From an optimization exercise on the open Yosys and OpenROAD flow, aimed at small area and a short achievable clock period; shortcuts taken in it are not production practice.
RTL that was checked went through simulation tests only; none was proved equivalent to the original.
The clock port is modelled as an ideal driver, which makes a skipped or thinned clock tree look cheaper than it is; a real chip needs a root buffer or a tree.

==> run E: inputs <==
// encoder
module encoder (
    input clk,
    input rst_n,
    input [31:0] data_in,
    output logic [31:0] data_out
);
export LEC_CHECK = 0
export CAP_MARGIN = 20
export CORE_MARGIN = 2
export CORE_UTILIZATION = 65
export CTS_CLUSTER_DIAMETER = 100
export CTS_CLUSTER_SIZE = 20
export SLEW_MARGIN = 20
create_clock -name core_clock -period 14.0 [get_ports {clk}]
standard.sh (not shown) runs the stock make flow with config.mk's settings and CLKGATE_MAP_FILE= SYNTH_SCRIPT=/design/flow/synth_recipe.tcl, a recipe that flattens the netlist after the stock synthesis.
==> flow/flow/run.sh <==
#!/bin/bash
# Standard layout, except: the synthesis maps with flow/abc_speed.script,
# the ports get plain buffers, and timing repair aims below the period.
set -euo pipefail
rm -rf scripts_local
cp -r "$FLOW_HOME/scripts" scripts_local
cp flow/abc_speed.script scripts_local/abc_speed.script
export SCRIPTS_DIR=$PWD/scripts_local
export BUFFER_PORTS_ARGS="-buffer_cell sky130_fd_sc_hd__buf_2"
export SETUP_SLACK_MARGIN=10.1
bash standard.sh > standard.log 2>&1
==> flow/flow/abc_speed.script <==
strash
dch -f
&get -n
&nf -R 1000 -p
&put
topo
stime -c
==> inputs of run K, as changes to run E <==
--- a/flow/design.v
+++ b/flow/design.v
@@ -21,16 +21,11 @@
     always_ff @(posedge clk) begin
         if (!rst_n) ptop <= 1'b0;
         else ptop <= (vn != 6'd0) && (vn <= 6'd59);
     end
     logic acc;
-    logic [7:0] cnt_nxt2;
-    assign cnt_nxt2 = (cnt_nxt == 8'd254) ? 8'd0 : cnt_nxt + 8'd1;
-    always_ff @(posedge clk) begin
-        if (!rst_n) acc <= 1'b1;
-        else acc <= (cnt_nxt2[5:0] < 6'd59) || (cnt_nxt2[5:0] == 6'd59 && cnt_nxt2[7:6] != 2'd3);
-    end
+    assign acc = (vn < 6'd59) || (vn == 6'd59 && un != 2'd3);
     logic [3:0][7:0] enc;
     always_ff @(posedge clk) begin
         enc[3] <= data_in[31:24];
         if (acc) enc[2:0] <= data_in[23:0];
     end
@@ -46,28 +41,24 @@
     logic [3:0][7:0] rot;
     logic [3:0][7:0] rot_d;
     always_comb begin
         for (int j = 0; j < 4; j++) begin
             rot_d[j] = cat[j + 3 - un];
-            if ((j == 0 && vn == 6'd0) || vn > 6'd59) rot_d[j] = 8'd0;
+            if ((j == 0 && vn == 6'd0) || vn > 6'd59 || !rst_n) rot_d[j] = 8'd0;
         end
     end
     always_ff @(posedge clk) begin
         rot <= rot_d;
     end
     logic [127:0] par;            
     logic [127:0] peff;
     logic [31:0] fb;              
     logic [127:0] mp;
     logic [127:0] pnew;
-    logic first;
-    always_ff @(posedge clk) begin
-        if (!rst_n) first <= 1'b0;
-        else first <= (vn == 6'd0);
-    end
     assign peff[127:96] = ptop ? par[127:96] : 32'd0;
-    assign peff[95:0] = first ? 96'd0 : par[95:0];
+    assign peff[95:64] = par[95:64];
+    assign peff[63:0] = (cnt == 8'd254) ? 64'd0 : par[63:0];
     always_comb begin
         for (int e = 0; e < 4; e++)
             fb[8 * e +: 8] = peff[8 * (12 + e) +: 8] ^ rot[3 - e];
         pnew = {peff[95:0], 32'd0} ^ mp;
     end
==> flow/flow/run.sh (replaced) <==
#!/bin/bash
# Standard layout, with plain buffers on the ports and timing repair aimed
# well below the clock period.
set -euo pipefail
export BUFFER_PORTS_ARGS="-buffer_cell sky130_fd_sc_hd__buf_2"
export SETUP_SLACK_MARGIN=10.5
bash standard.sh > standard.log 2>&1
removed: flow/flow/abc_speed.script
==> qor summary <==
Fraction of area in multi-input gates: run E 61.41%; run K 63.56%
Worst Hold Endpoint: run E data_out[26]; run K rot[6]
Layout clock buffer count: run E 21; run K 20
Register bit count reported by yosys: run E 235; run K 233
Required time of the critical path: run E 14.38 ns; run K 11.20 ns
Skew final: run E 0.02381 ns; run K 0.02195 ns
Global-route wire length before repair: run E 81,250 um; run K 90,760 um
Outcome: run E finished clean; run K finished clean
Initial cell density of the core: run E 66.60%; run K 65.78%
First drt pass iteration count: run E 9; run K 12
Share of synthesized area occupied by flip-flops and latches: run E 32.69%; run K 28.77%
Routed wire length: run E 56,990 um; run K 64,580 um
Fraction of area in clock buffers and inverters: run E 2.335%; run K 2.170%
No functional check of the RTL was part of run E.

========
==> try-tundra <==
Another version of the RTL of encoder (not shown whole).
Settings: LEC_CHECK=0, CAP_MARGIN=20, CORE_MARGIN=2, CORE_UTILIZATION=65, SLEW_MARGIN=20; clock period 14.0 ns.
==> flow/flow/run.sh <==
#!/bin/bash
# Standard layout, except: the synthesis maps with flow/abc_speed.script,
# the clock tree is flow/ctree.tcl's two-level tree, the ports get plain
# buffers, timing repair aims below the period, and the wire capacitance
# the placement-stage timing estimates use is scaled up by 1.3 (closer to
# the extracted values).
set -euo pipefail
rm -rf scripts_local
cp -r "$FLOW_HOME/scripts" scripts_local
cp flow/abc_speed.script scripts_local/abc_speed.script
sed -i 's|^log_cmd clock_tree_synthesis .*|source $::env(CTREE_TCL)|' scripts_local/cts.tcl
grep -q CTREE_TCL scripts_local/cts.tcl
python3 - "$FLOW_HOME/platforms/sky130hd/setRC.tcl" 1.3 > setRC_scaled.tcl <<'PY'
import re, sys
s = open(sys.argv[1]).read()
k = float(sys.argv[2])
print(re.sub(r'-capacitance ([0-9.Ee+-]+)', lambda m: '-capacitance %g' % (float(m.group(1)) * k), s))
PY
export LAYER_PARASITICS_FILE=$PWD/setRC_scaled.tcl
export CTREE_TCL=$PWD/flow/ctree.tcl
export CTREE_LEAF=20
export SCRIPTS_DIR=$PWD/scripts_local
export BUFFER_PORTS_ARGS="-buffer_cell sky130_fd_sc_hd__buf_2"
export SETUP_SLACK_MARGIN=10.4
bash standard.sh > standard.log 2>&1
==> flow/flow/ctree.tcl <==
# Two-level clock tree in place of clock_tree_synthesis: the clock port drives
# one buffer per quadrant of the clock sinks, and each of those drives the
# leaf buffers of its quadrant (at most CTREE_LEAF sinks per leaf).
set ct_block [ord::get_db_block]
set ct_dbu [$ct_block getDbUnitsPerMicron]
set ct_buf sky130_fd_sc_hd__clkbuf_16
set ct_leaf [expr {[info exists ::env(CTREE_LEAF)] ? $::env(CTREE_LEAF) : 20}]

proc ct_centroid {pts} {
  set sx 0.0; set sy 0.0
  foreach p $pts { set sx [expr {$sx + [lindex $p 1]}]; set sy [expr {$sy + [lindex $p 2]}] }
  set n [llength $pts]
  return [list [expr {$sx / $n}] [expr {$sy / $n}]]
}
# split {pin x y} items into k near-equal parts along x (idx 1) or y (idx 2)
proc ct_split {pts k idx} {
  set s [lsort -real -index $idx $pts]
  set n [llength $s]
  set out {}
  for {set i 0} {$i < $k} {incr i} {
    lappend out [lrange $s [expr {($n * $i) / $k}] [expr {($n * ($i + 1)) / $k - 1}]]
  }
  return $out
}
proc ct_span {pts idx} {
  set l [lsort -real -index $idx $pts]
  return [expr {[lindex $l end $idx] - [lindex $l 0 $idx]}]
}
proc ct_um {v} { return [expr {$v / double($::ct_dbu)}] }

set ct_sinks {}
foreach p [get_pins -of_objects [get_nets clk]] {
  lassign [[sta::sta_to_db_pin $p] getAvgXY] ok x y
  lappend ct_sinks [list $p $x $y]
}
puts "ctree: [llength $ct_sinks] clock sinks"

set ct_quads {}
foreach half [ct_split $ct_sinks 2 1] {
  foreach q [ct_split $half 2 2] { lappend ct_quads $q }
}
set qi 0
foreach q $ct_quads {
  set nleaf [expr {int(ceil([llength $q] / double($ct_leaf)))}]
  set idx [expr {[ct_span $q 1] > [ct_span $q 2] ? 1 : 2}]
  set leafxy {}
  set li 0
  foreach g [ct_split $q $nleaf $idx] {
    set pins {}
    foreach p $g { lappend pins [lindex $p 0] }
    lassign [ct_centroid $g] cx cy
    set bname "ctree_leaf_${qi}_${li}"
    insert_buffer -buffer_cell $ct_buf -net clk -load_pins $pins \
      -location [list [ct_um $cx] [ct_um $cy]] \
      -buffer_name $bname -net_name "ctree_net_leaf_${qi}_${li}"
    lappend leafxy [list x $cx $cy]
    incr li
  }
  # insert_buffer adds a number to the names: find this quadrant's leaves
  set leafpins {}
  foreach p [get_pins -of_objects [get_nets clk]] {
    if {[string match "ctree_leaf_${qi}_*" [get_full_name $p]]} { lappend leafpins $p }
  }
  lassign [ct_centroid $leafxy] cx cy
  insert_buffer -buffer_cell $ct_buf -net clk -load_pins $leafpins \
    -location [list [ct_um $cx] [ct_um $cy]] \
    -buffer_name "ctree_q_${qi}" -net_name "ctree_net_q_${qi}"
  incr qi
}
foreach net [$ct_block getNets] {
  if {[string match ctree_net_* [$net getName]]} { $net setSigType CLOCK }
}
[$ct_block findNet clk] setSigType CLOCK
set_propagated_clock [all_clocks]
puts "ctree: clock port drives [llength [get_pins -of_objects [get_nets clk]]] pins"
Other scripts of this flow, unchanged in this note and not shown: flow/flow/abc_speed.script
==> try-willow (differences from try-tundra) <==
--- a/flow/design.v
+++ b/flow/design.v
@@ -12,63 +12,56 @@
     assign u = cnt[7:6];
     assign v = cnt[5:0];
     assign un = cnt_nxt[7:6];
     assign vn = cnt_nxt[5:0];
     always_ff @(posedge clk) begin
         if (!rst_n) cnt <= 8'd254;
         else cnt <= cnt_nxt;
     end
-    logic acc;
-    logic [7:0] cnt_nxt2;
-    assign cnt_nxt2 = (cnt_nxt == 8'd254) ? 8'd0 : cnt_nxt + 8'd1;
+    logic ptop;
     always_ff @(posedge clk) begin
-        if (!rst_n) acc <= 1'b1;
-        else acc <= (cnt_nxt2[5:0] < 6'd59) || (cnt_nxt2[5:0] == 6'd59 && cnt_nxt2[7:6] != 2'd3);
+        if (!rst_n) ptop <= 1'b0;
+        else ptop <= (vn != 6'd0) && (vn <= 6'd59);
     end
+    logic acc;
+    assign acc = (vn < 6'd59) || (vn == 6'd59 && un != 2'd3);
     logic [3:0][7:0] enc;
     always_ff @(posedge clk) begin
         enc[3] <= data_in[31:24];
         if (acc) enc[2:0] <= data_in[23:0];
     end
     logic [7:0] el [0:3];
     logic [7:0] cat [0:7];        
     always_comb begin
         for (int s = 0; s < 4; s++) begin
             el[s] = enc[3 - s];
             cat[s] = enc[3 - s];
             cat[s + 4] = data_in[31 - 8 * s -: 8];
         end
     end
-    logic [127:0] par;            
-    logic [127:0] peff;
-    logic [31:0] fb;              
-    logic [127:0] mp;
-    logic [127:0] pnew;
     logic [3:0][7:0] rot;
     logic [3:0][7:0] rot_d;
-    logic ptop_n;
     always_comb begin
-        ptop_n = (vn != 6'd0) && (vn <= 6'd59);
         for (int j = 0; j < 4; j++) begin
             rot_d[j] = cat[j + 3 - un];
-            if ((j == 0 && vn == 6'd0) || vn > 6'd59) rot_d[j] = 8'd0;
-            if (!ptop_n) rot_d[j] = rot_d[j] ^ pnew[8 * (15 - j) +: 8];
+            if ((j == 0 && vn == 6'd0) || vn > 6'd59 || !rst_n) rot_d[j] = 8'd0;
         end
     end
     always_ff @(posedge clk) begin
         rot <= rot_d;
     end
-    logic first;
-    always_ff @(posedge clk) begin
-        if (!rst_n) first <= 1'b0;
-        else first <= (vn == 6'd0);
-    end
-    assign peff[127:96] = par[127:96];
-    assign peff[95:0] = first ? 96'd0 : par[95:0];
+    logic [127:0] par;            
+    logic [127:0] peff;
+    logic [31:0] fb;              
+    logic [127:0] mp;
+    logic [127:0] pnew;
+    assign peff[127:96] = ptop ? par[127:96] : 32'd0;
+    assign peff[95:64] = par[95:64];
+    assign peff[63:0] = (cnt == 8'd254) ? 64'd0 : par[63:0];
     always_comb begin
         for (int e = 0; e < 4; e++)
             fb[8 * e +: 8] = peff[8 * (12 + e) +: 8] ^ rot[3 - e];
         pnew = {peff[95:0], 32'd0} ^ mp;
     end
     logic [208:0] cx;
     assign cx[0] = fb[4] ^ fb[21];
     assign cx[1] = fb[20] ^ fb[31];
==> flow/flow/run.sh (replaced) <==
#!/bin/bash
# Standard layout, except: the synthesis maps with flow/abc_speed.script,
# the ports get plain buffers, and timing repair aims below the period.
set -euo pipefail
rm -rf scripts_local
cp -r "$FLOW_HOME/scripts" scripts_local
cp flow/abc_speed.script scripts_local/abc_speed.script
export SCRIPTS_DIR=$PWD/scripts_local
export BUFFER_PORTS_ARGS="-buffer_cell sky130_fd_sc_hd__buf_2"
export SETUP_SLACK_MARGIN=10.5
bash standard.sh > standard.log 2>&1
Settings changed: CTS_CLUSTER_DIAMETER set to 100, CTS_CLUSTER_SIZE set to 20.
removed: flow/flow/ctree.tcl
==> try-indigo (differences from try-tundra) <==
--- a/flow/flow/run.sh
+++ b/flow/flow/run.sh
@@ -16,10 +16,10 @@
 k = float(sys.argv[2])
 print(re.sub(r'-capacitance ([0-9.Ee+-]+)', lambda m: '-capacitance %g' % (float(m.group(1)) * k), s))
 PY
 export LAYER_PARASITICS_FILE=$PWD/setRC_scaled.tcl
 export CTREE_TCL=$PWD/flow/ctree.tcl
 export CTREE_LEAF=20
 export SCRIPTS_DIR=$PWD/scripts_local
 export BUFFER_PORTS_ARGS="-buffer_cell sky130_fd_sc_hd__buf_2"
-export SETUP_SLACK_MARGIN=10.4
+export SETUP_SLACK_MARGIN=10.3
 bash standard.sh > standard.log 2>&1
==> comparison <==
- Clock skew: try-tundra > try-indigo > try-willow.
- Register-to-register slack: try-indigo is worse than try-tundra (0.07 ns).
- Global-route usage, highest first: try-willow, try-tundra, try-indigo.
- try-willow went through all stages and came out clean. try-tundra passed the timing, design-rule and antenna checks. try-indigo produced a clean layout.
- Core utilization, lowest first: try-indigo, try-tundra, try-willow.
==> figures <==
quantity	try-indigo	try-tundra	try-willow
Die Ht	158 um	158 um	154 um
Run status	complete, no violations	complete, no violations	complete, no violations
Std-Cell Core Area	23,300 sq um	23,300 sq um	22,000 sq um
Final layout net count	1,803	1,805	1,746
Endpoint of the most critical setup path	data_out[0]	data_out[16]	data_out[12]
Standard-cell rows	56	56	54
Crit path depth	1	1	12
Compound-cell area share of the yosys netlist	0.0689	0.0689	0.0861
Final WL	53,700 um	56,800 um	63,900 um
Endpoint class of the critical path	output pin	output pin	flop
Simple-gate area share of the yosys netlist	0.0971	0.0971	0.0644
Fraction of standard cell area that is sequential	0.276	0.272	0.267
Buf+Inv Stages, Crit Path	1	1	3
In try-tundra and try-indigo the design's own scripts or RTL, not TritonCTS, make the clock network.

## afterwards: timing with drivers on the ports
No port has a modelled driver above. Below, the same layouts with a new extraction and two added sets of constraints. Step 1 assumes that a clkbuf_16 drives the clock port and a buf_2 every other input. Step 2 adds t to the input delays and takes it off the output delays; t is the mean of the earliest and latest rising clock arrival at the registers after step 1. Input paths then give back, and output paths get back, about the clock's delay inside the block. a / b / c = ideal ports / drivers / drivers and shift; a / b = the first two.
| run | t (ns) | slack for setup (ns) | clock arrival spread, ns | worst register clock-pin slew, ns |
|---|---|---|---|---|
| run E | 0.567 | 10.072 / 10.072 / 10.072 | 0.024 / 0.023 | 0.09 / 0.09 |
| run K | 0.569 | 10.194 / 10.139 / 10.076 | 0.022 / 0.022 | 0.10 / 0.10 |
| try-tundra | 0.413 | 10.427 / 10.318 / 10.204 | 0.042 / 0.043 | 0.11 / 0.11 |
| try-willow | 0.571 | 9.861 / 9.861 / 9.861 | 0.022 / 0.023 | 0.10 / 0.10 |
| try-indigo | 0.417 | 10.401 / 10.286 / 10.311 | 0.034 / 0.034 | 0.10 / 0.10 |
After both steps every run listed still meets setup and hold. For try-tundra, which loses most, drivers alone change the setup slack by -0.109 ns; drivers and shift together by -0.223 ns.
